Context: an optimization exercise on an open-source flow, tuned for small area, a short achievable clock period and few clock cycles. The choices shown serve that exercise and are no tape-out recipe.
The RTL was checked by simulation tests, not by an equivalence proof against the original design.
No activity file was given, so power comes from the tool's default toggle rates.

--- flow/config.mk ---
export PLATFORM = sky130hd
export DESIGN_NAME = mips_core
export DESIGN_NICKNAME = mips_core
export VERILOG_FILES = /design/flow/design.v
export SDC_FILE = /design/flow/constraint.sdc
export NUM_CORES = 4
export LEC_CHECK = 0
export CAP_MARGIN = 20
export CORE_MARGIN = 2
export CORE_UTILIZATION = 40
export SLEW_MARGIN = 20
--- flow/constraint.sdc ---
create_clock -name core_clock -period 9.5 [get_ports {clk}]
set_input_delay 1.9000 -clock core_clock [delete_from_list [all_inputs] [get_ports {clk}]]
set_output_delay 1.9000 -clock core_clock [all_outputs]
set_load 0.01 [all_outputs]
--- flow/design.v ---
module ALU(
	input wire[3:0] ALUOp,
	input wire[31:0] InputA,
	input wire[31:0] InputB,
	output wire[31:0] Output
	);
wire [31:0]ans0000;	 
wire [31:0]ans0001;	 
wire [31:0]ans0010;	 
wire [31:0]ans0011;	 
wire [31:0]ans0100;	 
wire [31:0]ans0101;  
wire [31:0]ans0110;  
wire [31:0]ans0111;  
wire [31:0]ans1000;  
wire [31:0]ans1001;  
wire [31:0]ans1010;  
wire [31:0]ans1011;  
wire [31:0]ans1100;  
wire [31:0]ans1101;  
wire [31:0]ans000;	 
wire [31:0]ans001;	 
wire [31:0]ans010;	 
wire [31:0]ans011;	 
wire [31:0]ans100;	 
wire [31:0]ans101;	 
wire [31:0]ans110;	 
wire [31:0]ans00;
wire [31:0]ans01;
wire [31:0]ans10;
wire [31:0]ans11;
wire [31:0]ans0;
wire [31:0]ans1;
assign ans0000 = 0;
assign ans0001 = InputA;
assign ans0010 = InputB;
assign ans0011 = InputA + InputB;
assign ans0100 = InputA & InputB;
assign ans0101 = InputA | InputB;
assign ans0110 = InputA ^ InputB;
assign ans0111 = ~(InputA | InputB);
assign ans1000 = InputA << InputB[4:0];
assign ans1001 = InputA >> InputB[4:0];
assign ans1010 = ($signed(InputA)) >>> InputB[4:0];
assign ans1011 = InputA[31] ? 32'b0:(InputA[30] ? 32'b1:(InputA[29] ? 32'b10:(InputA[28] ? 32'b11:(InputA[27] ? 32'b100:(InputA[26] ? 32'b101:(InputA[25] ? 32'b110:(InputA[24] ? 32'b111:(InputA[23] ? 32'b1000:(InputA[22] ? 32'b1001:(InputA[21] ? 32'b1010:(InputA[20] ? 32'b1011:(InputA[19] ? 32'b1100:(InputA[18] ? 32'b1101:(InputA[17] ? 32'b1110:(InputA[16] ? 32'b1111:(InputA[15] ? 32'b10000:(InputA[14] ? 32'b10001:(InputA[13] ? 32'b10010:(InputA[12] ? 32'b10011:(InputA[11] ? 32'b10100:(InputA[10] ? 32'b10101:(InputA[9] ? 32'b10110:(InputA[8] ? 32'b10111:(InputA[7] ? 32'b11000:(InputA[6] ? 32'b11001:(InputA[5] ? 32'b11010:(InputA[4] ? 32'b11011:(InputA[3] ? 32'b11100:(InputA[2] ? 32'b11101:(InputA[1] ? 32'b11110:(InputA[0] ? 32'b11111:32'b100000)))))))))))))))))))))))))))))));
assign ans1100 = (InputA==32'b0) ? 32'b1:32'b0 ;
assign ans1101 = {InputB[15:0],16'b0};
assign ans000 = ALUOp[0] ? ans0001:ans0000;
assign ans001 = ALUOp[0] ? ans0011:ans0010;
assign ans010 = ALUOp[0] ? ans0101:ans0100;
assign ans011 = ALUOp[0] ? ans0111:ans0110;
assign ans100 = ALUOp[0] ? ans1001:ans1000;
assign ans101 = ALUOp[0] ? ans1011:ans1010;
assign ans110 = ALUOp[0] ? ans1101:ans1100;
assign ans00 = ALUOp[1] ? ans001:ans000;
assign ans01 = ALUOp[1] ? ans011:ans010;
assign ans10 = ALUOp[1] ? ans101:ans100;
assign ans11 = ans110;
assign ans0 = ALUOp[2] ? ans01:ans00;
assign ans1 = ALUOp[2] ? ans11:ans10;
assign Output = ALUOp[3] ? ans1:ans0;
endmodule
`timescale 1ns / 1ps
module Adder32(
	input wire[31:0] InputA,
	input wire[31:0] InputB,
	output reg[31:0] Output
    );
always @(*) begin
	Output<=InputB+InputA;
end
endmodule
`timescale 1ns / 1ps
module BranchSelector(
	input wire[1:0] BranchType,
	input wire[1:0] JumpType,
	input wire[31:0] EXRegA,
	input wire[31:0] EXRegB,
	output reg [1:0]BranchSelect, 
	output reg BranchHappen
    );
reg ShouldBranch;
reg ShouldJump;
always @(*) begin
	case (BranchType)
		0:ShouldBranch=0;
		1:ShouldBranch=EXRegA==EXRegB?1:0;
		2:ShouldBranch=EXRegA!=EXRegB?1:0;
		3:ShouldBranch=((EXRegA[31] == 0) && (EXRegA != 0)) ?1:0;
	endcase
end
always @(*) begin
	if (JumpType==0)
		ShouldJump=0;
	else 
		ShouldJump=1;
end
always @(*) begin
	if(ShouldJump || ShouldBranch)
		BranchHappen=1;
	else
		BranchHappen=0;
end
always @(*) begin 
	if (!BranchHappen) begin
		BranchSelect=0;
	end
	else begin
		if(BranchType!=0)
			BranchSelect=1;
		else begin
			if (JumpType==1) begin
				BranchSelect=3;
			end
			else begin
				BranchSelect=2;
			end
		end
	end
end
endmodule
`timescale 1ns / 1ps
module Controller(
	input wire[31:0] Instruction,
	output reg[1:0] ExResultSelect,
	output reg RegWrite,
	output reg MemRead,
	output reg MemWrite,
	output reg[1:0] BranchType,
	output reg[1:0] JumpType,
	output reg[5:0] RegSrcA,
	output reg[5:0] RegSrcB,
	output reg[5:0] RegDest,
	output reg ALUSrc,
	output reg MemToReg,
	output reg[1:0] MemReadSelect,
	output reg MemWriteSelect,
	output reg IsMOVZ,
	output reg[3:0] ALUOp
	);
always@(*)begin
	{ExResultSelect,RegWrite,MemRead,MemWrite,BranchType[1:0],JumpType[1:0],RegSrcA[5:0],RegSrcB[5:0],RegDest[5:0],ALUSrc,MemToReg,MemReadSelect,MemWriteSelect,IsMOVZ,ALUOp[3:0]}=0;
	case (Instruction[31:26])
		6'b0:begin
			case (Instruction[5:0])
				6'b100001: 
				begin
					{ExResultSelect,RegWrite,MemRead,MemWrite,BranchType[1:0],JumpType[1:0],RegSrcA[5:0],RegSrcB[5:0],RegDest[5:0],ALUSrc,MemToReg,MemReadSelect,MemWriteSelect,IsMOVZ,ALUOp[3:0]}=
					{2'b0,1'b1,1'b0,1'b0,2'b0,2'b0, 1'b0,Instruction[25:21], 1'b0,Instruction[20:16], 1'b0,Instruction[15:11],1'b0,1'b0,2'b0,1'b0,1'b0,4'h3};
				end
				6'b100100: 
				begin
					{ExResultSelect,RegWrite,MemRead,MemWrite,BranchType[1:0],JumpType[1:0],RegSrcA[5:0],RegSrcB[5:0],RegDest[5:0],ALUSrc,MemToReg,MemReadSelect,MemWriteSelect,IsMOVZ,ALUOp[3:0]}=
					{2'b00,1'b1,1'b0,1'b0,2'b0,2'b0, 1'b0,Instruction[25:21], 1'b0,Instruction[20:16], 1'b0,Instruction[15:11],1'b0,1'b0,2'b0,1'b0,1'b0,4'h4};
				end
				6'b001000: 
				begin
					{ExResultSelect,RegWrite,MemRead,MemWrite,BranchType[1:0],JumpType[1:0],RegSrcA[5:0],RegSrcB[5:0],RegDest[5:0],ALUSrc,MemToReg,MemReadSelect,MemWriteSelect,IsMOVZ,ALUOp[3:0]}=
					{2'b00,1'b0,1'b0,1'b0,2'b0,2'b10, 1'b0,Instruction[25:21], 1'b0,Instruction[25:21], 1'b0,5'b0,1'b0,1'b0,2'b0,1'b0,1'b0,4'h0};
				end
				6'b100101: 
				begin
					{ExResultSelect,RegWrite,MemRead,MemWrite,BranchType[1:0],JumpType[1:0],RegSrcA[5:0],RegSrcB[5:0],RegDest[5:0],ALUSrc,MemToReg,MemReadSelect,MemWriteSelect,IsMOVZ,ALUOp[3:0]}=
					{2'b00,1'b1,1'b0,1'b0,2'b0,2'b0, 1'b0,Instruction[25:21], 1'b0,Instruction[20:16], 1'b0,Instruction[15:11],1'b0,1'b0,2'b0,1'b0,1'b0,4'h5};
				end
				6'b000000: 
				begin
					if(Instruction!=0)
                        begin
                            {ExResultSelect,RegWrite,MemRead,MemWrite,BranchType[1:0],JumpType[1:0],RegSrcA[5:0],RegSrcB[5:0],RegDest[5:0],ALUSrc,MemToReg,MemReadSelect,MemWriteSelect,IsMOVZ,ALUOp[3:0]}=
                            {2'b00,1'b1,1'b0,1'b0,2'b0,2'b0, 1'b0,Instruction[20:16], 1'b0,Instruction[20:16], 1'b0,Instruction[15:11],1'b1,1'b0,2'b0,1'b0,1'b0,4'h8};
                        end
                    else
                        begin
                            {ExResultSelect,RegWrite,MemRead,MemWrite,BranchType[1:0],JumpType[1:0],RegSrcA[5:0],RegSrcB[5:0],RegDest[5:0],ALUSrc,MemToReg,MemReadSelect,MemWriteSelect,IsMOVZ,ALUOp[3:0]}=
                            {2'b00,1'b0,1'b0,1'b0,2'b0,2'b0, 1'b0,5'b0, 1'b0,5'b0, 1'b0,5'b0,1'b0,1'b0,2'b0,1'b0,1'b0,4'h0};
                        end
				end
				6'b000010: 
				begin
					{ExResultSelect,RegWrite,MemRead,MemWrite,BranchType[1:0],JumpType[1:0],RegSrcA[5:0],RegSrcB[5:0],RegDest[5:0],ALUSrc,MemToReg,MemReadSelect,MemWriteSelect,IsMOVZ,ALUOp[3:0]}=
					{2'b00,1'b1,1'b0,1'b0,2'b0,2'b0, 1'b0,Instruction[20:16], 1'b0,Instruction[20:16], 1'b0,Instruction[15:11],1'b1,1'b0,2'b0,1'b0,1'b0,4'h9};
				end
				6'b100110: 
				begin
					{ExResultSelect,RegWrite,MemRead,MemWrite,BranchType[1:0],JumpType[1:0],RegSrcA[5:0],RegSrcB[5:0],RegDest[5:0],ALUSrc,MemToReg,MemReadSelect,MemWriteSelect,IsMOVZ,ALUOp[3:0]}=
					{2'b00,1'b1,1'b0,1'b0,2'b0,2'b0, 1'b0,Instruction[25:21], 1'b0,Instruction[20:16], 1'b0,Instruction[15:11],1'b0,1'b0,2'b0,1'b0,1'b0,4'h6};
				end
				6'b000011: 
				begin
					{ExResultSelect,RegWrite,MemRead,MemWrite,BranchType[1:0],JumpType[1:0],RegSrcA[5:0],RegSrcB[5:0],RegDest[5:0],ALUSrc,MemToReg,MemReadSelect,MemWriteSelect,IsMOVZ,ALUOp[3:0]}=
					{2'b00,1'b1,1'b0,1'b0,2'b0,2'b0, 1'b0,Instruction[20:16], 1'b0,Instruction[20:16], 1'b0,Instruction[15:11],1'b1,1'b0,2'b0,1'b0,1'b0,4'ha};
				end
				6'b100111: 
				begin
					{ExResultSelect,RegWrite,MemRead,MemWrite,BranchType[1:0],JumpType[1:0],RegSrcA[5:0],RegSrcB[5:0],RegDest[5:0],ALUSrc,MemToReg,MemReadSelect,MemWriteSelect,IsMOVZ,ALUOp[3:0]}=
					{2'b00,1'b1,1'b0,1'b0,2'b0,2'b0, 1'b0,Instruction[25:21], 1'b0,Instruction[20:16], 1'b0,Instruction[15:11],1'b0,1'b0,2'b0,1'b0,1'b0,4'h7};
				end
				6'b001010: 
				begin
					{ExResultSelect,RegWrite,MemRead,MemWrite,BranchType[1:0],JumpType[1:0],RegSrcA[5:0],RegSrcB[5:0],RegDest[5:0],ALUSrc,MemToReg,MemReadSelect,MemWriteSelect,IsMOVZ,ALUOp[3:0]}=
					{2'b10,1'b1,1'b0,1'b0,2'b0,2'b0, 1'b0,Instruction[20:16], 1'b0,Instruction[25:21], 1'b0,Instruction[15:11],1'b0,1'b0,2'b0,1'b0,1'b1,4'hc};
				end
			endcase
		end
		6'b001001 : 
		begin
			{ExResultSelect,RegWrite,MemRead,MemWrite,BranchType[1:0],JumpType[1:0],RegSrcA[5:0],RegSrcB[5:0],RegDest[5:0],ALUSrc,MemToReg,MemReadSelect,MemWriteSelect,IsMOVZ,ALUOp[3:0]}=
			{2'b00,1'b1,1'b0,1'b0,2'b0,2'b0, 1'b0,Instruction[25:21], 1'b0,Instruction[25:21], 1'b0,Instruction[20:16],1'b1,1'b0,2'b0,1'b0,1'b0,4'h3};
		end
		6'b001100 : 
		begin
			{ExResultSelect,RegWrite,MemRead,MemWrite,BranchType[1:0],JumpType[1:0],RegSrcA[5:0],RegSrcB[5:0],RegDest[5:0],ALUSrc,MemToReg,MemReadSelect,MemWriteSelect,IsMOVZ,ALUOp[3:0]}=
			{2'b00,1'b1,1'b0,1'b0,2'b0,2'b0, 1'b0,Instruction[25:21], 1'b0,Instruction[25:21], 1'b0,Instruction[20:16],1'b1,1'b0,2'b0,1'b0,1'b0,4'h4};
		end
		6'b000100 : 
		begin
			{ExResultSelect,RegWrite,MemRead,MemWrite,BranchType[1:0],JumpType[1:0],RegSrcA[5:0],RegSrcB[5:0],RegDest[5:0],ALUSrc,MemToReg,MemReadSelect,MemWriteSelect,IsMOVZ,ALUOp[3:0]}=
			{2'b00,1'b0,1'b0,1'b0,2'b1,2'b0, 1'b0,Instruction[25:21], 1'b0,Instruction[20:16], 1'b0,5'b0,1'b1,1'b0,2'b0,1'b0,1'b0,4'h0};
		end
		6'b000111 : 
		begin
			{ExResultSelect,RegWrite,MemRead,MemWrite,BranchType[1:0],JumpType[1:0],RegSrcA[5:0],RegSrcB[5:0],RegDest[5:0],ALUSrc,MemToReg,MemReadSelect,MemWriteSelect,IsMOVZ,ALUOp[3:0]}=
			{2'b00,1'b0,1'b0,1'b0,2'b11,2'b0, 1'b0,Instruction[25:21], 1'b0,Instruction[25:21], 1'b0,5'b0,1'b1,1'b0,2'b0,1'b0,1'b0,4'h0};
		end
		6'b000101 : 
		begin
			{ExResultSelect,RegWrite,MemRead,MemWrite,BranchType[1:0],JumpType[1:0],RegSrcA[5:0],RegSrcB[5:0],RegDest[5:0],ALUSrc,MemToReg,MemReadSelect,MemWriteSelect,IsMOVZ,ALUOp[3:0]}=
			{2'b00,1'b0,1'b0,1'b0,2'b10,2'b0, 1'b0,Instruction[25:21], 1'b0,Instruction[20:16], 1'b0,5'b0,1'b1,1'b0,2'b0,1'b0,1'b0,4'h0};
		end
		6'b000010 : 
		begin
			{ExResultSelect,RegWrite,MemRead,MemWrite,BranchType[1:0],JumpType[1:0],RegSrcA[5:0],RegSrcB[5:0],RegDest[5:0],ALUSrc,MemToReg,MemReadSelect,MemWriteSelect,IsMOVZ,ALUOp[3:0]}=
			{2'b00,1'b0,1'b0,1'b0,2'b0,2'b1, 1'b0,5'b0, 1'b0,5'b0, 1'b0,5'b0,1'b0,1'b0,2'b0,1'b0,1'b0,4'h0};
		end
		6'b000011 : 
		begin
			{ExResultSelect,RegWrite,MemRead,MemWrite,BranchType[1:0],JumpType[1:0],RegSrcA[5:0],RegSrcB[5:0],RegDest[5:0],ALUSrc,MemToReg,MemReadSelect,MemWriteSelect,IsMOVZ,ALUOp[3:0]}=
			{2'b11,1'b1,1'b0,1'b0,2'b0,2'b1, 1'b0,5'b0, 1'b0,5'b0, 1'b0,5'b11111,1'b0,1'b0,2'b0,1'b0,1'b0,4'h0};
		end
		6'b100000 : 
		begin
			{ExResultSelect,RegWrite,MemRead,MemWrite,BranchType[1:0],JumpType[1:0],RegSrcA[5:0],RegSrcB[5:0],RegDest[5:0],ALUSrc,MemToReg,MemReadSelect,MemWriteSelect,IsMOVZ,ALUOp[3:0]}=
			{2'b00,1'b1,1'b1,1'b0,2'b0,2'b0, 1'b0,Instruction[25:21], 1'b0,Instruction[25:21], 1'b0,Instruction[20:16],1'b1,1'b1,2'b1,1'b0,1'b0,4'h3};
		end
		6'b001111 : 
		begin
			{ExResultSelect,RegWrite,MemRead,MemWrite,BranchType[1:0],JumpType[1:0],RegSrcA[5:0],RegSrcB[5:0],RegDest[5:0],ALUSrc,MemToReg,MemReadSelect,MemWriteSelect,IsMOVZ,ALUOp[3:0]}=
			{2'b00,1'b1,1'b0,1'b0,2'b0,2'b0, 1'b0,5'b0, 1'b0,5'b0, 1'b0,Instruction[20:16],1'b1,1'b0,2'b0,1'b0,1'b0,4'hd};
		end
		6'b100011 : 
		begin
			{ExResultSelect,RegWrite,MemRead,MemWrite,BranchType[1:0],JumpType[1:0],RegSrcA[5:0],RegSrcB[5:0],RegDest[5:0],ALUSrc,MemToReg,MemReadSelect,MemWriteSelect,IsMOVZ,ALUOp[3:0]}=
			{2'b00,1'b1,1'b1,1'b0,2'b0,2'b0, 1'b0,Instruction[25:21], 1'b0,Instruction[25:21], 1'b0,Instruction[20:16],1'b1,1'b1,2'b0,1'b0,1'b0,4'h3};
		end
		6'b001101 : 
		begin
			{ExResultSelect,RegWrite,MemRead,MemWrite,BranchType[1:0],JumpType[1:0],RegSrcA[5:0],RegSrcB[5:0],RegDest[5:0],ALUSrc,MemToReg,MemReadSelect,MemWriteSelect,IsMOVZ,ALUOp[3:0]}=
			{2'b00,1'b1,1'b0,1'b0,2'b0,2'b0, 1'b0,Instruction[25:21], 1'b0,Instruction[25:21], 1'b0,Instruction[20:16],1'b1,1'b0,2'b0,1'b0,1'b0,4'h5};
		end
		6'b101000 : 
		begin
			{ExResultSelect,RegWrite,MemRead,MemWrite,BranchType[1:0],JumpType[1:0],RegSrcA[5:0],RegSrcB[5:0],RegDest[5:0],ALUSrc,MemToReg,MemReadSelect,MemWriteSelect,IsMOVZ,ALUOp[3:0]}=
			{2'b00,1'b0,1'b0,1'b1,2'b0,2'b0, 1'b0,Instruction[25:21], 1'b0,Instruction[20:16], 1'b0,5'b0,1'b1,1'b0,2'b0,1'b1,1'b0,4'h3};
		end
		6'b101011 : 
		begin
			{ExResultSelect,RegWrite,MemRead,MemWrite,BranchType[1:0],JumpType[1:0],RegSrcA[5:0],RegSrcB[5:0],RegDest[5:0],ALUSrc,MemToReg,MemReadSelect,MemWriteSelect,IsMOVZ,ALUOp[3:0]}=
			{2'b00,1'b0,1'b0,1'b1,2'b0,2'b0, 1'b0,Instruction[25:21], 1'b0,Instruction[20:16], 1'b0,5'b0,1'b1,1'b0,2'b0,1'b0,1'b0,4'h3};
		end
		6'b001110 : 
		begin
			{ExResultSelect,RegWrite,MemRead,MemWrite,BranchType[1:0],JumpType[1:0],RegSrcA[5:0],RegSrcB[5:0],RegDest[5:0],ALUSrc,MemToReg,MemReadSelect,MemWriteSelect,IsMOVZ,ALUOp[3:0]}=
			{2'b00,1'b1,1'b0,1'b0,2'b0,2'b0, 1'b0,Instruction[25:21], 1'b0,Instruction[25:21], 1'b0,Instruction[20:16],1'b1,1'b0,2'b0,1'b0,1'b0,4'h6};
		end
		6'b100100 : 
		begin
			{ExResultSelect,RegWrite,MemRead,MemWrite,BranchType[1:0],JumpType[1:0],RegSrcA[5:0],RegSrcB[5:0],RegDest[5:0],ALUSrc,MemToReg,MemReadSelect,MemWriteSelect,IsMOVZ,ALUOp[3:0]}=
			{2'b00,1'b1,1'b1,1'b0,2'b0,2'b0, 1'b0,Instruction[25:21], 1'b0,Instruction[25:21], 1'b0,Instruction[20:16],1'b1,1'b1,2'b10,1'b0,1'b0,4'h3};
		end
		6'b011100:begin
			case (Instruction[5:0])
				6'b100000: 
				begin
					{ExResultSelect,RegWrite,MemRead,MemWrite,BranchType[1:0],JumpType[1:0],RegSrcA[5:0],RegSrcB[5:0],RegDest[5:0],ALUSrc,MemToReg,MemReadSelect,MemWriteSelect,IsMOVZ,ALUOp[3:0]}=
			        {2'b00,1'b1,1'b0,1'b0,2'b0,2'b0, 1'b0,Instruction[25:21], 1'b0,Instruction[20:16], 1'b0,Instruction[15:11],1'b0,1'b0,2'b0,1'b0,1'b0,4'hb};
				end
			endcase
		end
		default:;
	endcase;
end
endmodule
`timescale 1ns / 1ps
module Extender(
	input [31:0]PC,
	input [31:0]Instruction,
	output reg[31:0]ExtendImm 
    );
function [31:0] ZeroExtend_5to32; 
   input [4:0]InImm;
   begin
		ZeroExtend_5to32={27'b000000000000000000000000000,InImm};
	end
endfunction
function [31:0] Extend_26to32; 
   input [25:0]InImm;
   input [31:0]PC;
   begin
		Extend_26to32={PC[31:28],InImm,2'b00};
	end
endfunction
function [31:0] ZeroExtend_16to32; 
   input [15:0]InImm;
	begin
		ZeroExtend_16to32={16'b0000000000000000,InImm};
	end
endfunction
function [31:0] SignExtend_16to32; 
   input [15:0]InImm;
	begin
		if (InImm[15]==0) begin
			SignExtend_16to32={16'b0000000000000000,InImm};
		end
		else begin
			SignExtend_16to32={16'b1111111111111111,InImm};
		end
	end
endfunction
function [31:0] ShiftLeft2_SignExtend_16to32; 
   input [15:0]InImm;
	begin
		if (InImm[15]==0) begin
			ShiftLeft2_SignExtend_16to32={14'b00000000000000,InImm,2'b00};
		end
		else begin
			ShiftLeft2_SignExtend_16to32={14'b11111111111111,InImm,2'b00};
		end
	end
endfunction
always @(*) begin
	case (Instruction[31:26])
		6'b000000:begin
			case (Instruction[5:0])
				6'b000000,6'b000010,6'b000011:ExtendImm<=ZeroExtend_5to32(Instruction[10:6]); 
				default:ExtendImm<=0;
			endcase
		end
		6'b000100,6'b000111,6'b000101:
		begin
			ExtendImm<=ShiftLeft2_SignExtend_16to32(Instruction[15:0]);
		end
		6'b001001,6'b100000,6'b100011,6'b101000,6'b101011,6'b100100:
		begin
			ExtendImm<=SignExtend_16to32(Instruction[15:0]);
		end
		6'b001100,6'b001111,6'b001101,6'b001110:
		begin
			ExtendImm<=ZeroExtend_16to32(Instruction[15:0]);
		end
		6'b000010,6'b000011 : 
		begin
			ExtendImm<=Extend_26to32(Instruction[25:0],PC[31:0]);
		end
		default:ExtendImm<=0;
	endcase;
end
endmodule
`timescale 1ns / 1ps
module ForwardUnit(
    input wire EXMEMRegWrite,
    input wire MEMWBRegWrite,
    input wire [5:0]EXMEMRegDest,
    input wire [5:0]MEMWBRegDest,
    input wire [5:0]IDEXRegSrcA,
    input wire [5:0]IDEXRegSrcB,
    output reg [1:0]ForwardA, 
    output reg [1:0]ForwardB
);
always @(*) begin
	ForwardA=0;
	ForwardB=0;
	if(EXMEMRegWrite && EXMEMRegDest!=0)begin
		if(EXMEMRegDest==IDEXRegSrcA)
			ForwardA=1;
		if(EXMEMRegDest==IDEXRegSrcB)
			ForwardB=1;
	end
	if(MEMWBRegWrite && MEMWBRegDest!=0)begin
		if(MEMWBRegDest==IDEXRegSrcA && ForwardA==0)
			ForwardA=2;
		if(MEMWBRegDest==IDEXRegSrcB && ForwardB==0)
			ForwardB=2;
	end
end
endmodule
`timescale 1ns / 1ps
module HazardUnit(
	input wire IDEXMemRead,
	input wire [5:0]IDEXRegDest,
	input wire [5:0]IDRegSrcA,
	input wire [5:0]IDRegSrcB,
	output reg HazardHappen
);
always @(*) begin
	HazardHappen<=IDEXMemRead && (IDEXRegDest==IDRegSrcA || IDEXRegDest==IDRegSrcB);
end
endmodule
`timescale 1ns / 1ps
module MOVZController(
    input wire[31:0] EXResult,
    input wire IsMOVZ,
    input wire OldRegWrite,
    output reg NewRegWrite
    );
always @(*) begin
    if(IsMOVZ)begin
        if (EXResult==0) begin
            NewRegWrite=0;
        end
        else begin
            NewRegWrite=OldRegWrite;
        end
    end
    else begin
        NewRegWrite=OldRegWrite;
    end
end
endmodule
`timescale 1ns / 1ps
module RegEXMEM(
    input wire clk,
    input wire rst,
    input wire clr,
    input wire writeEN,
    input wire[31:0] EXResultInput,
    input wire[5:0] RegDestInput,
    input wire[31:0] RegDataBInput,
    input wire MemReadInput,
    input wire MemWriteInput,
    input wire[1:0] BranchTypeInput,
    input wire[1:0] JumpTypeInput,
    input wire[1:0] MemReadSelectInput,
    input wire MemWriteSelectInput,
    input wire RegWriteInput,
    input wire MemToRegInput,
    output wire[31:0] EXResultOutput,
    output wire[5:0] RegDestOutput,
    output wire[31:0] RegDataBOutput,
    output wire MemReadOutput,
    output wire MemWriteOutput,
    output wire[1:0] BranchTypeOutput,
    output wire[1:0] JumpTypeOutput,
    output wire[1:0] MemReadSelectOutput,
    output wire MemWriteSelectOutput,
    output wire RegWriteOutput,
    output wire MemToRegOutput
    );
reg[31:0] EXResult;
reg[5:0] RegDest;
reg[31:0] RegDataB;
reg MemRead;
reg MemWrite;
reg[1:0] BranchType;
reg[1:0] JumpType;
reg[1:0] MemReadSelect;
reg MemWriteSelect;
reg RegWrite;
reg MemToReg;
assign EXResultOutput=EXResult;
assign RegDestOutput=RegDest;
assign RegDataBOutput=RegDataB;
assign MemReadOutput=MemRead;
assign MemWriteOutput=MemWrite;
assign BranchTypeOutput=BranchType;
assign JumpTypeOutput=JumpType;
assign MemReadSelectOutput=MemReadSelect;
assign MemWriteSelectOutput=MemWriteSelect;
assign RegWriteOutput=RegWrite;
assign MemToRegOutput=MemToReg;
always@(posedge clk or posedge rst) begin
    if (rst) begin
        EXResult<=0;
        RegDest<=0;
        RegDataB<=0;
        MemRead<=0;
        MemWrite<=0;
        BranchType<=0;
        JumpType<=0;
        MemReadSelect<=0;
        MemWriteSelect<=0;
        RegWrite<=0;
        MemToReg<=0;
    end else begin
        if (clr) begin
            EXResult<=0;
            RegDest<=0;
            RegDataB<=0;
            MemRead<=0;
            MemWrite<=0;
            BranchType<=0;
            JumpType<=0;
            MemReadSelect<=0;
            MemWriteSelect<=0;
            RegWrite<=0;
            MemToReg<=0;
        end else if (writeEN) begin
            EXResult<=EXResultInput;
            RegDest<=RegDestInput;
            RegDataB<=RegDataBInput;
            MemRead<=MemReadInput;
            MemWrite<=MemWriteInput;
            BranchType<=BranchTypeInput;
            JumpType<=JumpTypeInput;
            MemReadSelect<=MemReadSelectInput;
            MemWriteSelect<=MemWriteSelectInput;
            RegWrite<=RegWriteInput;
            MemToReg<=MemToRegInput;
        end
    end
end
endmodule
`timescale 1ns / 1ps
module RegIDEX(
    input wire clk,
    input wire rst,
    input wire clr,
    input wire writeEN,
    input wire[31:0] NPCInput,
    input wire[5:0] RegSrcAInput,
    input wire[5:0] RegSrcBInput,
    input wire[5:0] RegDestInput,
    input wire[31:0] RegDataAInput,
    input wire[31:0] RegDataBInput,
    input wire[31:0] ExtendImmInput,
    input wire[3:0] ALUOpInput,
    input wire ALUSrcInput,
    input wire[1:0] EXResultSelectInput,
    input wire MemReadInput,
    input wire MemWriteInput,
    input wire[1:0] BranchTypeInput,
    input wire[1:0] JumpTypeInput,
    input wire[1:0] MemReadSelectInput,
    input wire MemWriteSelectInput,
    input wire RegWriteInput,
    input wire MemToRegInput,
    input wire IsMOVZInput,
    output wire[31:0] NPCOutput,
    output wire[5:0] RegSrcAOutput,
    output wire[5:0] RegSrcBOutput,
    output wire[5:0] RegDestOutput,
    output wire[31:0] RegDataAOutput,
    output wire[31:0] RegDataBOutput,
    output wire[31:0] ExtendImmOutput,
    output wire[3:0] ALUOpOutput,
    output wire ALUSrcOutput,
    output wire[1:0] EXResultSelectOutput,
    output wire MemReadOutput,
    output wire MemWriteOutput,
    output wire[1:0] BranchTypeOutput,
    output wire[1:0] JumpTypeOutput,
    output wire[1:0] MemReadSelectOutput,
    output wire MemWriteSelectOutput,
    output wire RegWriteOutput,
    output wire MemToRegOutput,
    output wire IsMOVZOutput
    );
reg[31:0] NPC;
reg[5:0] RegSrcA;
reg[5:0] RegSrcB;
reg[5:0] RegDest;
reg[31:0] RegDataA;
reg[31:0] RegDataB;
reg[31:0] ExtendImm;
reg[3:0] ALUOp;
reg ALUSrc;
reg[1:0] EXResultSelect;
reg MemRead;
reg MemWrite;
reg[1:0] BranchType;
reg[1:0] JumpType;
reg[1:0] MemReadSelect;
reg MemWriteSelect;
reg RegWrite;
reg MemToReg;
reg IsMOVZ;
assign NPCOutput=NPC;
assign RegSrcAOutput=RegSrcA;
assign RegSrcBOutput=RegSrcB;
assign RegDestOutput=RegDest;
assign RegDataAOutput=RegDataA;
assign RegDataBOutput=RegDataB;
assign ExtendImmOutput=ExtendImm;
assign ALUOpOutput=ALUOp;
assign ALUSrcOutput=ALUSrc;
assign EXResultSelectOutput=EXResultSelect;
assign MemReadOutput=MemRead;
assign MemWriteOutput=MemWrite;
assign BranchTypeOutput=BranchType;
assign JumpTypeOutput=JumpType;
assign MemReadSelectOutput=MemReadSelect;
assign MemWriteSelectOutput=MemWriteSelect;
assign RegWriteOutput=RegWrite;
assign MemToRegOutput=MemToReg;
assign IsMOVZOutput=IsMOVZ;
always@(posedge clk or posedge rst) begin
    if (rst) begin
        NPC<=0;
        RegSrcA<=0;
        RegSrcB<=0;
        RegDest<=0;
        RegDataA<=0;
        RegDataB<=0;
        ExtendImm<=0;
        ALUOp<=0;
        ALUSrc<=0;
        EXResultSelect<=0;
        MemRead<=0;
        MemWrite<=0;
        BranchType<=0;
        JumpType<=0;
        MemReadSelect<=0;
        MemWriteSelect<=0;
        RegWrite<=0;
        MemToReg<=0;
        IsMOVZ<=0;
    end 
    else begin
        if (clr) begin
            NPC<=0;
            RegSrcA<=0;
            RegSrcB<=0;
            RegDest<=0;
            RegDataA<=0;
            RegDataB<=0;
            ExtendImm<=0;
            ALUOp<=0;
            ALUSrc<=0;
            EXResultSelect<=0;
            MemRead<=0;
            MemWrite<=0;
            BranchType<=0;
            JumpType<=0;
            MemReadSelect<=0;
            MemWriteSelect<=0;
            RegWrite<=0;
            MemToReg<=0;
            IsMOVZ<=0;
        end 
        else if (writeEN) begin
            NPC<=NPCInput;
            RegSrcA<=RegSrcAInput;
            RegSrcB<=RegSrcBInput;
            RegDest<=RegDestInput;
            RegDataA<=RegDataAInput;
            RegDataB<=RegDataBInput;
            ExtendImm<=ExtendImmInput;
            ALUOp<=ALUOpInput;
            ALUSrc<=ALUSrcInput;
            EXResultSelect<=EXResultSelectInput;
            MemRead<=MemReadInput;
            MemWrite<=MemWriteInput;
            BranchType<=BranchTypeInput;
            JumpType<=JumpTypeInput;
            MemReadSelect<=MemReadSelectInput;
            MemWriteSelect<=MemWriteSelectInput;
            RegWrite<=RegWriteInput;
            MemToReg<=MemToRegInput;
            IsMOVZ<=IsMOVZInput;
        end
    end
end
endmodule
`timescale 1ns / 1ps
module RegIFID(
    input wire clk,
    input wire rst,
    input wire clr,
    input wire writeEN,
    input wire[31:0] InstructionInput,
    input wire[31:0] NPCInput,
    output wire[31:0] InstructionOutput,
    output wire[31:0] NPCOutput
    );
reg[31:0] NPC;
reg[31:0] Instruction;
assign NPCOutput=NPC;
assign InstructionOutput=Instruction;
always@(posedge clk or posedge rst) begin
    if (rst) begin
        NPC <= 0;
        Instruction <= 0;
    end else begin
        if (clr) begin
            NPC <= 0;
            Instruction <= 0;
        end else if (writeEN) begin
            NPC <= NPCInput;
            Instruction <= InstructionInput;
        end
    end
end
endmodule
`timescale 1ns / 1ps
module RegMEMWB(
    input wire clk,
    input wire rst,
    input wire clr,
    input wire writeEN,
    input wire[31:0] MemReadDataInput,
    input wire[31:0] EXResultInput,
    input wire[5:0] RegDestInput,
    input wire RegWriteInput,
    input wire MemToRegInput,
    output wire[31:0] MemReadDataOutput,    
    output wire[31:0] EXResultOutput,
    output wire[5:0] RegDestOutput,
    output wire RegWriteOutput,
    output wire MemToRegOutput
    );
reg[31:0] MemReadData;
reg[31:0] EXResult;
reg[5:0] RegDest;
reg RegWrite;
reg MemToReg;
assign MemReadDataOutput=MemReadData;
assign EXResultOutput=EXResult;
assign RegDestOutput=RegDest;
assign RegWriteOutput=RegWrite;
assign MemToRegOutput=MemToReg;
always@(posedge clk or posedge rst) begin
    if (rst) begin
        MemReadData<=0;
        EXResult<=0;
        RegDest<=0;
        RegWrite<=0;
        MemToReg<=0;
    end else begin
        if (clr) begin
            MemReadData<=0;
            EXResult<=0;
            RegDest<=0;
            RegWrite<=0;
            MemToReg<=0;
        end else if (writeEN) begin
            MemReadData<=MemReadDataInput;
            EXResult<=EXResultInput;
            RegDest<=RegDestInput;
            RegWrite<=RegWriteInput;
            MemToReg<=MemToRegInput;
        end
    end
end
endmodule
`timescale 1ns / 1ps
module RegPC(
    input wire clk,
    input wire rst,
    input wire clr,
    input wire writeEN,
    input wire PCControl,
    input wire[31:0] ExceptionPC,
    input wire[31:0] PCInput,
    output wire[31:0] PCOutput
    );
reg[31:0] PC;
assign PCOutput=PC;
always@(posedge clk or posedge rst) begin    
    if (rst) begin
        PC <= 0;
    end else begin
        if (clr) begin
            if(PCControl) begin
                PC <= ExceptionPC;
            end
            else begin
                PC <= 0;
            end
        end else if (writeEN) begin
            PC <= PCInput;
        end
    end
end
endmodule
`timescale 1ns / 1ps
module RegisterFile(
    input wire clk,
    input wire [5:0]ReadRegA,
    input wire [5:0]ReadRegB,
    input wire [31:0]NPCInput,
    input wire [5:0]WriteReg,
    input wire [31:0]WriteData,
    input wire RegWrite,
    output reg [31:0]ReadDataA,
    output reg [31:0]ReadDataB
    );
reg [31:0] registers [0:31];
wire BypassA = RegWrite && WriteReg[5]==0 && WriteReg[4:0]!=0 && WriteReg==ReadRegA;
wire BypassB = RegWrite && WriteReg[5]==0 && WriteReg[4:0]!=0 && WriteReg==ReadRegB;
always @(*)begin
    if(BypassA)
        ReadDataA=WriteData;
    else if(ReadRegA[5]==0)
        ReadDataA=(ReadRegA[4:0]==0) ? 32'b0 : registers[ReadRegA[4:0]];
    else begin
        if(ReadRegA[4:0]==0)
            ReadDataA=NPCInput;
        else begin
            ReadDataA=0;
        end
    end
    if(BypassB)
        ReadDataB=WriteData;
    else if(ReadRegB[5]==0)
        ReadDataB=(ReadRegB[4:0]==0) ? 32'b0 : registers[ReadRegB[4:0]];
    else begin
        if(ReadRegB[4:0]==0)
            ReadDataB=NPCInput;
        else begin
            ReadDataB=0;
        end
    end
end
always@(posedge clk)begin
    if(RegWrite)
        if(WriteReg[5]==0)
            if(WriteReg[4:0]==0)
                ;
            else begin
                registers[WriteReg[4:0]]<=WriteData;
            end
        else begin
        end
    else
        ;
end
endmodule
`timescale 1ns / 1ps
module Selector32_2to1(
	input wire[31:0]InputA,
	input wire[31:0]InputB,
	input wire Control,
	output reg[31:0]Output
    );
always @(*) begin
	case (Control)
		0:Output<=InputA;
		1:Output<=InputB;
	endcase
end
endmodule
`timescale 1ns / 1ps
module Selector32_4to1(
	input wire[31:0]InputA,
	input wire[31:0]InputB,
	input wire[31:0]InputC,
	input wire[31:0]InputD,
	input wire[1:0]Control,
	output reg[31:0]Output
    );
always @(*) begin
	case (Control)
		0:Output<=InputA;
		1:Output<=InputB;
		2:Output<=InputC;
		3:Output<=InputD;
	endcase
end
endmodule
`timescale 1ns / 1ps
module StallUnit(
	input wire BranchHappen,
    input wire HazardHappen,
    output reg PCWriteEN,
    output reg PCClear,
    output reg IFIDWriteEN,
    output reg IFIDClear,
    output reg IDEXWriteEN,
    output reg IDEXClear,
    output reg EXMEMWriteEN,
    output reg EXMEMClear,
    output reg MEMWBWriteEN,
    output reg MEMWBClear,
    output reg BothBranchAndHazard
    );
always @(*) begin
	PCWriteEN=1;
	IFIDWriteEN=1;
	IDEXWriteEN=1;
	EXMEMWriteEN=1;
	MEMWBWriteEN=1;
	PCClear=0;
	IFIDClear=0;
	IDEXClear=0;
	EXMEMClear=0;
	MEMWBClear=0;
	BothBranchAndHazard=0;
	if(BranchHappen)begin
		if(HazardHappen)
			BothBranchAndHazard=1;
		else begin
			IFIDClear=1;
		end
	end
	else if(HazardHappen)begin
		IFIDWriteEN=0;
		IDEXClear=1;
		PCWriteEN=0;
	end
end
endmodule
`timescale 1ns / 1ps
module CPU(
    input wire clk,
    input wire rst,
    output wire[31:0] InstAddress,
    input wire[31:0] InstInput,
    output wire[31:0] MemAddress,
    input wire[31:0] MemReadData,
    output wire[31:0] MemWriteData,
    output wire MemReadEN,
    output wire MemWriteEN,
    output wire[1:0] MemReadSelect,
    output wire MemWriteSelect
    );
wire[31:0] PC;
wire[31:0] IFIDNPC;
wire[31:0] IFIDInstruction;
wire[31:0] IDEXNPC;
wire[5:0] IDEXRegSrcA;
wire[5:0] IDEXRegSrcB;
wire[5:0] IDEXRegDest;
wire[31:0] IDEXRegDataA;
wire[31:0] IDEXRegDataB;
wire[31:0] IDEXExtendImm;
wire[3:0] IDEXALUOp;
wire IDEXALUSrc;
wire[1:0] IDEXEXResultSelect;
wire IDEXMemRead;
wire IDEXMemWrite;
wire[1:0] IDEXBranchType;
wire[1:0] IDEXJumpType;
wire[1:0] IDEXMemReadSelect;
wire IDEXMemWriteSelect;
wire IDEXRegWrite;
wire IDEXMemToReg;
wire IDEXIsMOVZ;
wire[31:0] EXMEMEXResult;
wire[5:0] EXMEMRegDest;
wire[31:0] EXMEMRegDataB;
wire EXMEMMemRead;
wire EXMEMMemWrite;
wire[1:0] EXMEMBranchType;
wire[1:0] EXMEMJumpType;
wire[1:0] EXMEMMemReadSelect;
wire EXMEMMemWriteSelect;
wire EXMEMRegWrite;
wire EXMEMMemToReg;
wire[31:0] MEMWBMemReadData;
wire[31:0] MEMWBEXResult;
wire[5:0] MEMWBRegDest;
wire MEMWBRegWrite;
wire MEMWBMemToReg;
wire[31:0] NewPC;
wire PCclr;
wire PCwriteEN;
wire IFIDclr, IFIDwriteEN, IDEXclr, IDEXwriteEN;
wire EXMEMclr, EXMEMwriteEN, MEMWBclr, MEMWBwriteEN;
RegPC RegPC_c(
    .clk(clk),
    .rst(rst),
    .clr(PCclr),
    .writeEN(PCwriteEN),
    .PCControl(1'b0),
    .ExceptionPC(32'b0),
    .PCInput(NewPC),
    .PCOutput(PC)
);
assign InstAddress=PC;
wire[31:0] IFNPC;
Adder32 PCAdder(
    .InputA(PC),
    .InputB(32'd4),
    .Output(IFNPC)
);
RegIFID RegIFID_c(
    .clk(clk),
    .rst(rst),
    .clr(IFIDclr),
    .writeEN(IFIDwriteEN),
    .NPCInput(IFNPC),
    .InstructionInput(InstInput),
    .NPCOutput(IFIDNPC),
    .InstructionOutput(IFIDInstruction)
);
wire[31:0] IDExtendImm;
Extender Extender_c(
    .PC(IFNPC-4),
    .Instruction(IFIDInstruction),
    .ExtendImm(IDExtendImm)
);
wire[1:0] IDEXResultSelect;
wire IDRegWrite;
wire IDMemRead;
wire IDMemWrite;
wire[1:0] IDBranchType;
wire[1:0] IDJumpType;
wire[5:0] IDRegSrcA;
wire[5:0] IDRegSrcB;
wire[5:0] IDRegDest;
wire IDALUSrc;
wire IDMemToReg;
wire[1:0] IDMemReadSelect;
wire IDMemWriteSelect;
wire IDIsMOVZ;
wire[3:0] IDALUOp;
Controller Controller_c(
    .Instruction(IFIDInstruction),
    .ExResultSelect(IDEXResultSelect),
    .RegWrite(IDRegWrite),
    .MemRead(IDMemRead),
    .MemWrite(IDMemWrite),
    .BranchType(IDBranchType),
    .JumpType(IDJumpType),
    .RegSrcA(IDRegSrcA),
    .RegSrcB(IDRegSrcB),
    .RegDest(IDRegDest),
    .ALUSrc(IDALUSrc),
    .MemToReg(IDMemToReg),
    .MemReadSelect(IDMemReadSelect),
    .MemWriteSelect(IDMemWriteSelect),
    .IsMOVZ(IDIsMOVZ),
    .ALUOp(IDALUOp)
);
wire[31:0] IDRegDataA;
wire[31:0] IDRegDataB;
wire[31:0] WBWriteData;  
RegisterFile RegisterFile_c(
    .clk(clk),
    .ReadRegA(IDRegSrcA),
    .ReadRegB(IDRegSrcB),
    .NPCInput(IFIDNPC),
    .ReadDataA(IDRegDataA),
    .ReadDataB(IDRegDataB),
    .RegWrite(MEMWBRegWrite),
    .WriteReg(MEMWBRegDest),
    .WriteData(WBWriteData)
);
wire IDHazardHappen;
HazardUnit HazardUnit_c(
    .IDEXMemRead(IDEXMemRead),
    .IDEXRegDest(IDEXRegDest),
    .IDRegSrcA(IDRegSrcA),
    .IDRegSrcB(IDRegSrcB),
    .HazardHappen(IDHazardHappen)
);
RegIDEX RegIDEX_c(
    .clk(clk),
    .rst(rst),
    .clr(IDEXclr),
    .writeEN(IDEXwriteEN),
    .NPCInput(IFIDNPC),
    .RegSrcAInput(IDRegSrcA),
    .RegSrcBInput(IDRegSrcB),
    .RegDestInput(IDRegDest),
    .RegDataAInput(IDRegDataA),
    .RegDataBInput(IDRegDataB),
    .ExtendImmInput(IDExtendImm),
    .ALUOpInput(IDALUOp),
    .ALUSrcInput(IDALUSrc),
    .EXResultSelectInput(IDEXResultSelect),
    .MemReadInput(IDMemRead),
    .MemWriteInput(IDMemWrite),
    .BranchTypeInput(IDBranchType),
    .JumpTypeInput(IDJumpType),
    .MemReadSelectInput(IDMemReadSelect),
    .MemWriteSelectInput(IDMemWriteSelect),
    .RegWriteInput(IDRegWrite),
    .MemToRegInput(IDMemToReg),
    .IsMOVZInput(IDIsMOVZ),
    .NPCOutput(IDEXNPC),
    .RegSrcAOutput(IDEXRegSrcA),
    .RegSrcBOutput(IDEXRegSrcB),
    .RegDestOutput(IDEXRegDest),
    .RegDataAOutput(IDEXRegDataA),
    .RegDataBOutput(IDEXRegDataB),
    .ExtendImmOutput(IDEXExtendImm),
    .ALUOpOutput(IDEXALUOp),
    .ALUSrcOutput(IDEXALUSrc),
    .EXResultSelectOutput(IDEXEXResultSelect),
    .MemReadOutput(IDEXMemRead),
    .MemWriteOutput(IDEXMemWrite),
    .BranchTypeOutput(IDEXBranchType),
    .JumpTypeOutput(IDEXJumpType),
    .MemReadSelectOutput(IDEXMemReadSelect),
    .MemWriteSelectOutput(IDEXMemWriteSelect),
    .RegWriteOutput(IDEXRegWrite),
    .MemToRegOutput(IDEXMemToReg),
    .IsMOVZOutput(IDEXIsMOVZ)
);
wire[1:0] EXForwardA;
wire[1:0] EXForwardB;
ForwardUnit ForwardUnit_c(
    .EXMEMRegWrite(EXMEMRegWrite),
    .MEMWBRegWrite(MEMWBRegWrite),
    .EXMEMRegDest(EXMEMRegDest),
    .MEMWBRegDest(MEMWBRegDest),
    .IDEXRegSrcA(IDEXRegSrcA),
    .IDEXRegSrcB(IDEXRegSrcB),
    .ForwardA(EXForwardA),
    .ForwardB(EXForwardB)
);
wire[31:0] EXRegA;
wire[31:0] EXRegB;
Selector32_4to1 EXRegASelector(
    .InputA(IDEXRegDataA),
    .InputB(EXMEMEXResult),
    .InputC(WBWriteData),
    .InputD(32'b0),
    .Control(EXForwardA),
    .Output(EXRegA)
);
Selector32_4to1 EXRegBSelector(
    .InputA(IDEXRegDataB),
    .InputB(EXMEMEXResult),
    .InputC(WBWriteData),
    .InputD(32'b0),
    .Control(EXForwardB),
    .Output(EXRegB)
);
wire[31:0] EXInputB;
Selector32_2to1 EXInputBSelector(
    .InputA(EXRegB),
    .InputB(IDEXExtendImm),
    .Control(IDEXALUSrc),
    .Output(EXInputB)
);
wire[31:0] EXOutput;
ALU ALU_c(
    .ALUOp(IDEXALUOp),
    .InputA(EXRegA),
    .InputB(EXInputB),
    .Output(EXOutput)
);
wire[31:0] EXEXResult;
Selector32_4to1 EXEXResultSelector(
    .InputA(EXOutput),
    .InputB(32'b0),
    .InputC(EXInputB),
    .InputD(IDEXNPC+4),
    .Control(IDEXEXResultSelect),
    .Output(EXEXResult)
);
wire EXRegWrite;
MOVZController MOVZController_c(
    .EXResult(EXOutput),
    .IsMOVZ(IDEXIsMOVZ),
    .OldRegWrite(IDEXRegWrite),
    .NewRegWrite(EXRegWrite)
);
wire[31:0] EXBranchPC;
Adder32 BranchPCAdder(
    .InputA(IDEXNPC),
    .InputB(IDEXExtendImm),
    .Output(EXBranchPC)
);
wire[1:0] EXBranchSelect;
wire EXBranchHappen;
BranchSelector BranchSelector_c(
    .BranchType(IDEXBranchType),
    .JumpType(IDEXJumpType),
    .EXRegA(EXRegA),
    .EXRegB(EXRegB),
    .BranchSelect(EXBranchSelect),
    .BranchHappen(EXBranchHappen)
);
Selector32_4to1 NewPCSelector(
    .InputA(IFNPC),
    .InputB(EXBranchPC),
    .InputC(EXRegA),
    .InputD(IDEXExtendImm),
    .Control(EXBranchSelect),
    .Output(NewPC)
);
RegEXMEM RegEXMEM_c(
    .clk(clk),
    .rst(rst),
    .clr(EXMEMclr),
    .writeEN(EXMEMwriteEN),
    .EXResultInput(EXEXResult),
    .RegDestInput(IDEXRegDest),
    .RegDataBInput(EXRegB),
    .MemReadInput(IDEXMemRead),
    .MemWriteInput(IDEXMemWrite),
    .BranchTypeInput(IDEXBranchType),
    .JumpTypeInput(IDEXJumpType),
    .MemReadSelectInput(IDEXMemReadSelect),
    .MemWriteSelectInput(IDEXMemWriteSelect),
    .RegWriteInput(EXRegWrite),
    .MemToRegInput(IDEXMemToReg),
    .EXResultOutput(EXMEMEXResult),
    .RegDestOutput(EXMEMRegDest),
    .RegDataBOutput(EXMEMRegDataB),
    .MemReadOutput(EXMEMMemRead),
    .MemWriteOutput(EXMEMMemWrite),
    .BranchTypeOutput(EXMEMBranchType),
    .JumpTypeOutput(EXMEMJumpType),
    .MemReadSelectOutput(EXMEMMemReadSelect),
    .MemWriteSelectOutput(EXMEMMemWriteSelect),
    .RegWriteOutput(EXMEMRegWrite),
    .MemToRegOutput(EXMEMMemToReg)
);
assign MemAddress=EXMEMEXResult;
assign MemWriteData=EXMEMRegDataB;
assign MemReadEN=EXMEMMemRead;
assign MemWriteEN=EXMEMMemWrite;
assign MemReadSelect=EXMEMMemReadSelect;
assign MemWriteSelect=EXMEMMemWriteSelect;
RegMEMWB RegMEMWB_c(
    .clk(clk),
    .rst(rst),
    .clr(MEMWBclr),
    .writeEN(MEMWBwriteEN),
    .MemReadDataInput(MemReadData),
    .EXResultInput(EXMEMEXResult),
    .RegDestInput(EXMEMRegDest),
    .RegWriteInput(EXMEMRegWrite),
    .MemToRegInput(EXMEMMemToReg),
    .MemReadDataOutput(MEMWBMemReadData),
    .EXResultOutput(MEMWBEXResult),
    .RegDestOutput(MEMWBRegDest),
    .RegWriteOutput(MEMWBRegWrite),
    .MemToRegOutput(MEMWBMemToReg)
);
Selector32_2to1 WBWriteDataSelector(
    .InputA(MEMWBEXResult),
    .InputB(MEMWBMemReadData),
    .Control(MEMWBMemToReg),
    .Output(WBWriteData)
);
StallUnit StallUnit_c(
    .BranchHappen(EXBranchHappen),
    .HazardHappen(IDHazardHappen),
    .PCWriteEN(PCwriteEN),
    .PCClear(PCclr),
    .IFIDWriteEN(IFIDwriteEN),
    .IFIDClear(IFIDclr),
    .IDEXWriteEN(IDEXwriteEN),
    .IDEXClear(IDEXclr),
    .EXMEMWriteEN(EXMEMwriteEN),
    .EXMEMClear(EXMEMclr),
    .MEMWBWriteEN(MEMWBwriteEN),
    .MEMWBClear(MEMWBclr)
);
endmodule
`timescale 1ns / 1ps
module mips_core(
    input wire clk,
    input wire rst,
    output wire[31:0] imem_addr,
    input wire[31:0] imem_rdata,
    output wire[31:0] dmem_addr,
    input wire[31:0] dmem_rdata,
    output reg[31:0] dmem_wdata,
    output reg[3:0] dmem_we
    );
wire[31:0] MemAddress;
wire[31:0] MemWriteData;
wire MemReadEN;
wire MemWriteEN;
wire[1:0] MemReadSelect;
wire MemWriteSelect;
reg[31:0] MemReadData;
CPU CPU_c(
    .clk(clk),
    .rst(rst),
    .InstAddress(imem_addr),
    .InstInput(imem_rdata),
    .MemAddress(MemAddress),
    .MemReadData(MemReadData),
    .MemWriteData(MemWriteData),
    .MemReadEN(MemReadEN),
    .MemWriteEN(MemWriteEN),
    .MemReadSelect(MemReadSelect),
    .MemWriteSelect(MemWriteSelect)
);
assign dmem_addr=MemAddress;
reg[7:0] ReadByte;
always @(*) begin
    case (MemAddress[1:0])
        0:ReadByte=dmem_rdata[7:0];
        1:ReadByte=dmem_rdata[15:8];
        2:ReadByte=dmem_rdata[23:16];
        default:ReadByte=dmem_rdata[31:24];
    endcase
    if (MemReadSelect==0)
        MemReadData=dmem_rdata;
    else if (MemReadSelect[0])
        MemReadData={{24{ReadByte[7]}},ReadByte};
    else
        MemReadData={24'b0,ReadByte};
end
always @(*) begin
    if (MemWriteSelect) begin
        case (MemAddress[1:0])
            0:begin dmem_wdata={24'h0,MemWriteData[7:0]}; dmem_we=4'b0001; end
            1:begin dmem_wdata={16'h0,MemWriteData[7:0],8'h0}; dmem_we=4'b0010; end
            2:begin dmem_wdata={8'h0,MemWriteData[7:0],16'h0}; dmem_we=4'b0100; end
            default:begin dmem_wdata={MemWriteData[7:0],24'h0}; dmem_we=4'b1000; end
        endcase
    end else begin
        dmem_wdata=MemWriteData;
        dmem_we=4'b1111;
    end
    if (!MemWriteEN)
        dmem_we=4'b0000;
end
endmodule
--- flow/run.sh ---
#!/bin/bash
# synth_recipe.tcl (not shown) runs the flow's synth.tcl, then flattens the netlist and writes it again
# the make line also repeats each setting of config.mk as NAME=value (left out here)
make -C /OpenROAD-flow-scripts/flow DESIGN_CONFIG=/design/flow/config.mk WORK_HOME=/design/flow/orfs CLKGATE_MAP_FILE= SYNTH_SCRIPT=/design/flow/synth_recipe.tcl finish
==> key figures <==
Route
  • Final wirelength: 381100 microns
  • Routed Antenna Nets: 0
  • TritonRoute pass-1 iters: 9
  • DRC viols: 0
  • Drt initial violations: 10842
  • Vias: 74008
  • Vias/cell: 6.440
  • DR WL/cell: 33.17 microns

Timing
  • Finish-stage setup viols: 0
  • Final hold slack: 372.3 ps
  • Tightest Pin Transition: 1198 ps
  • Clk_skew: 70.68 ps
  • Unrepaired setup endpoints after global routing: no
  • Fmax achieved: 0.1159 GHz
  • Clock period minus worst slack: 8625 ps
  • Max Slew Vio Count: 0
  • Sum Neg Setup Slack: 0 ps
  • Tcrit/Tclk final: 90.79%
  • Final hold violation count: 0
  • Slew HR: 19.66%
  • Post-layout worst setup margin: 875.0 ps

Place
  • Gp weighted congestion: 1.094
  • Placed Cells: 11188
  • Post-DP Area: 85440 sq um
  • I/O Buffers: 165
  • Pre-CTS setup slack: 1164 ps
  • Post-DP HPWL: 248900 microns

Synth
  • Mapped Area: 80740 sq um
  • Synth top cells by count: nand2_1, edfxtp_1, nand3_1
  • Largest family of logic cells by synthesized area: simple AND/OR/NAND/NOR gates
  • Top cell type by total area after synthesis: edfxtp_1
  • Xor-xnor portion of the synthesized cell area: 2.551%
  • Post-synth EDFFs: 1024
  • Cells after Synth: 8822
  • Area contributors post-synth: edfxtp_1, dfrtp_1, nand2_1
  • Synth top area share: 38.08%
  • Most common cell in the netlist: nand2_1
  • FF+latch count, synth: 1427
  • Synth async-reset ratio: 28.24%
  • Complex-gate fraction of the synthesized area: 15.76%
  • Post-synth cell types: 105
  • Top FF cell, synth: edfxtp_1
  • Adder-cell area share of the yosys netlist: 1.568%
  • Synth Area in Simple Gates: 22.86%
  • Seq/Total Area, Yosys: 50.57%
  • Syn_area_per_cell: 9.152 sq um
  • Yosys warnings: 17
  • Mux share of post-synthesis cell area: 2.331%

Setup path
  • Required time of the worst setup path: 10170 ps
  • Critical Path End Type: register
  • CP Launch Type: register
  • Maximum fanout along the worst path: 17
  • Max incr delay on CP: 740 ps
  • Critical path cell sequence: or3_1 > o31ai_4 > or4_1 > nand2_1 > buf_4 > o221ai_1 > o21a_1 > inv_1 > ha_1 > a211oi_1 > nor2_1 > xor2_1 > o211a_1 > o31ai_1 > buf_4 > o311ai_1 > a211oi_1 > a31oi_1 > a22oi_1 > nor4b_1 > nand4_1 > nor4_1 > a41oi_1
  • Crit path DAT: 9300 ps
  • CP max stage cell: nor4b_1
  • Buffers & Inverters on Critical Path: 3
  • WS Path Type: register to register
  • CP delay by family, top: simple AND/OR/NAND/NOR gates

Global routing
  • Grt ovf: 0
  • First-pass GRT wire length: 530900 microns
  • Number of global-route vias before repair: 69546
  • GRT Util Overall: 36.12%
  • Initial antenna violation count: 28
  • Largest net degree at the start of global routing: 169

Cells and area
  • Area delta synth->final: 12.62%
  • Ratio of cells with drive above 1 in the final layout: 7.590%
  • Post-Layout Inst Area: 90930 sq um
  • Post-layout util: 45.40%
  • # nets final: 8861
  • Final non-filler cell total: 11492
  • FILL cells: 18895

Min path
  • HP Class: register to register

Floorplanning
  • I/O Pins: 166
  • Die height: 453.3 microns
  • Initial Utilization: 40.32%
  • Site row count: 164
  • Die Width: 453.3 microns
  • Core area: 200300 sq um
  • Die area: 205500 sq um

Clock tree
  • Resize count post-CTS: 0
  • CTS H-tree depth: 4
  • CTS tree: built
  • Hold-fix buffers at CTS: 0
  • Post-CTS Setup Bufs: 0
  • Clock transition at path regs: 70 ps
  • CTS Root Cell: clkbuf_16
  • Clock sinks: 1427
  • Clk buf depth: 3
  • Worst-skew pair later-pin latency: 850 ps
  • CTS buffer count: 160

Run
  • Max-cap violation count: 0

Pwr
  • Pwr Density: 317.5 nW/um^2
  • VDD IR-drop max: 186.1 uV
  • Tot Pwr: 28.87 mW
  • Leak pwr: 34.56 nW

Status
  • Run status: timing/DRC/antenna clean
==> flip-flops by register name, indices dropped and copies added (netlist names), 32 cells and up <==
signal / cells
CPU_c.RegIFID_c.NPC: 32
CPU_c.RegPC_c.PC: 32
CPU_c.RegIDEX_c.NPC: 32
CPU_c.RegisterFile_c.registers: 1024
CPU_c.RegMEMWB_c.EXResult: 32
CPU_c.RegIFID_c.Instruction: 32
CPU_c.RegIDEX_c.ExtendImm: 32
CPU_c.RegEXMEM_c.EXResult: 32
CPU_c.RegEXMEM_c.RegDataB: 32
CPU_c.RegMEMWB_c.MemReadData: 32
CPU_c.RegIDEX_c.RegDataA: 32
CPU_c.RegIDEX_c.RegDataB: 32
==> placed cells by master (no fill, tap or decap), types with 23 or more instances in the layout <==
master and n:
mux2i_1 137, ha_1 98, nor3_1 86, o21a_1 24, xor2_1 79, nand3_1 852
nand4_1 43, clkinv_1 23, o211ai_1 61, mux2_2 40, clkbuf_1 36, a31oi_1 111
buf_12 26, a311oi_1 392, conb_1 32, a21o_1 60, nand2b_1 24, buf_4 208
o21ai_0 269, nor2_4 32, edfxtp_1 1024, dfrtp_1 397, inv_1 138, and2_1 53
xnor2_1 152, clkinv_2 23, a21oi_1 276, nor4_1 25, a22oi_1 28, o22a_1 24
a211oi_1 99, clkbuf_16 161, nor2_1 343, and3_1 217, a221oi_1 40, clkdlybuf4s50_1 165
nand2_1 2466, o22ai_1 73, a22o_1 63
==> kinds of logic (layout without fill, tap and decap cells) <==
| group | Yosys count | in the layout |
|---|---|---|
| buffers and inverters | 875 | 849 |
| adders and majority gates | 100 | 100 |
| DFF | 1427 | 1427 |
| AOI/OAI and AO/OA | 1750 | 1750 |
| xor gates and xnor gates | 233 | 233 |
| other | 1 | 41 |
| muxes | 180 | 180 |
| and+or+nand+nor | 4256 | 4256 |
==> layout make-up <==
| class | count | area (sq um) | share of cell area, % |
|---|---|---|---|
| repair buffers | 401 | 3776 | 4.153 |
| flip-flops and latches | 1427 | 40850 | 44.92 |
| clock inverters | 89 | 1157 | 1.273 |
| diodes | 9 | 22.52 | 0.02477 |
| multi-input cells | 6551 | 36950 | 40.63 |
| clock buffers | 205 | 4274 | 4.700 |
| inverters | 154 | 581.8 | 0.6398 |
| well taps | 2656 | 3323 | 3.655 |
==> power breakdown <==
part | internal [mW] | leakage [nW] | total (mW) | switching [mW]
Clock | 3.67 | 2.62 | 6.46 | 2.79
Sequential | 7.78 | 14.7 | 8.74 | 0.966
Combinational | 3.92 | 17.3 | 13.7 | 9.75
==> routing by layer <==
metal	vias up	GRT usage (%)	share of wire, %
li1	31712	-	-
met4	12	21.55	7.0
met1	36590	47.77	39
met5	-	0	0.021
met3	1071	7.124	9.9
met2	4623	54.83	44
==> path summary, 6_finish.rpt <==
path                                        startpoint                                end  slack (ps)  cells past startpoint
max in group asynchronous                          rst  CPU_c.RegIDEX_c.EXResultSelect[0]        6250                      4
max reg2reg                CPU_c.RegMEMWB_c.RegDest[2]          CPU_c.RegEXMEM_c.RegWrite         880                     23
min                           CPU_c.RegIDEX_c.MemWrite          CPU_c.RegEXMEM_c.MemWrite         370                      0
min reg2reg                   CPU_c.RegIDEX_c.MemWrite          CPU_c.RegEXMEM_c.MemWrite         370                      0
min in group asynchronous                          rst       CPU_c.RegEXMEM_c.EXResult[2]        1640                      3
max                        CPU_c.RegMEMWB_c.RegDest[2]          CPU_c.RegEXMEM_c.RegWrite         880                     23
Testbench counts, summed over its fixed seeds: cycles 79,232.

==> separate check: timing with driven ports <==
The flow's constraints put no driver on any port. The routed layout listed below was extracted and timed again, unchanged, in two steps. Step 1: set_driving_cell puts a clkbuf_16 on clk and a buf_2 on each other input, an assumption about the parent block. Step 2 adds t to the input delays and takes it off the output delays; t is the mean of the earliest and latest rising clock arrival at the registers after step 1. Input paths then give back, and output paths get back, about the clock's delay inside the block. Slacks: ideal / step 1 / step 2; pairs: ideal / step 1.
t, ns: 0.909
setup WS [ns]: 0.875 / 0.875 / 0.875
hold WS [ns]: 0.372 / 0.372 / 0.372
latest minus earliest clock arrival (ns): 0.080 / 0.080
After both steps setup and hold are still met in this run. The setup slack of this run moves by 0.000 ns with the drivers and by 0.000 ns with both steps.
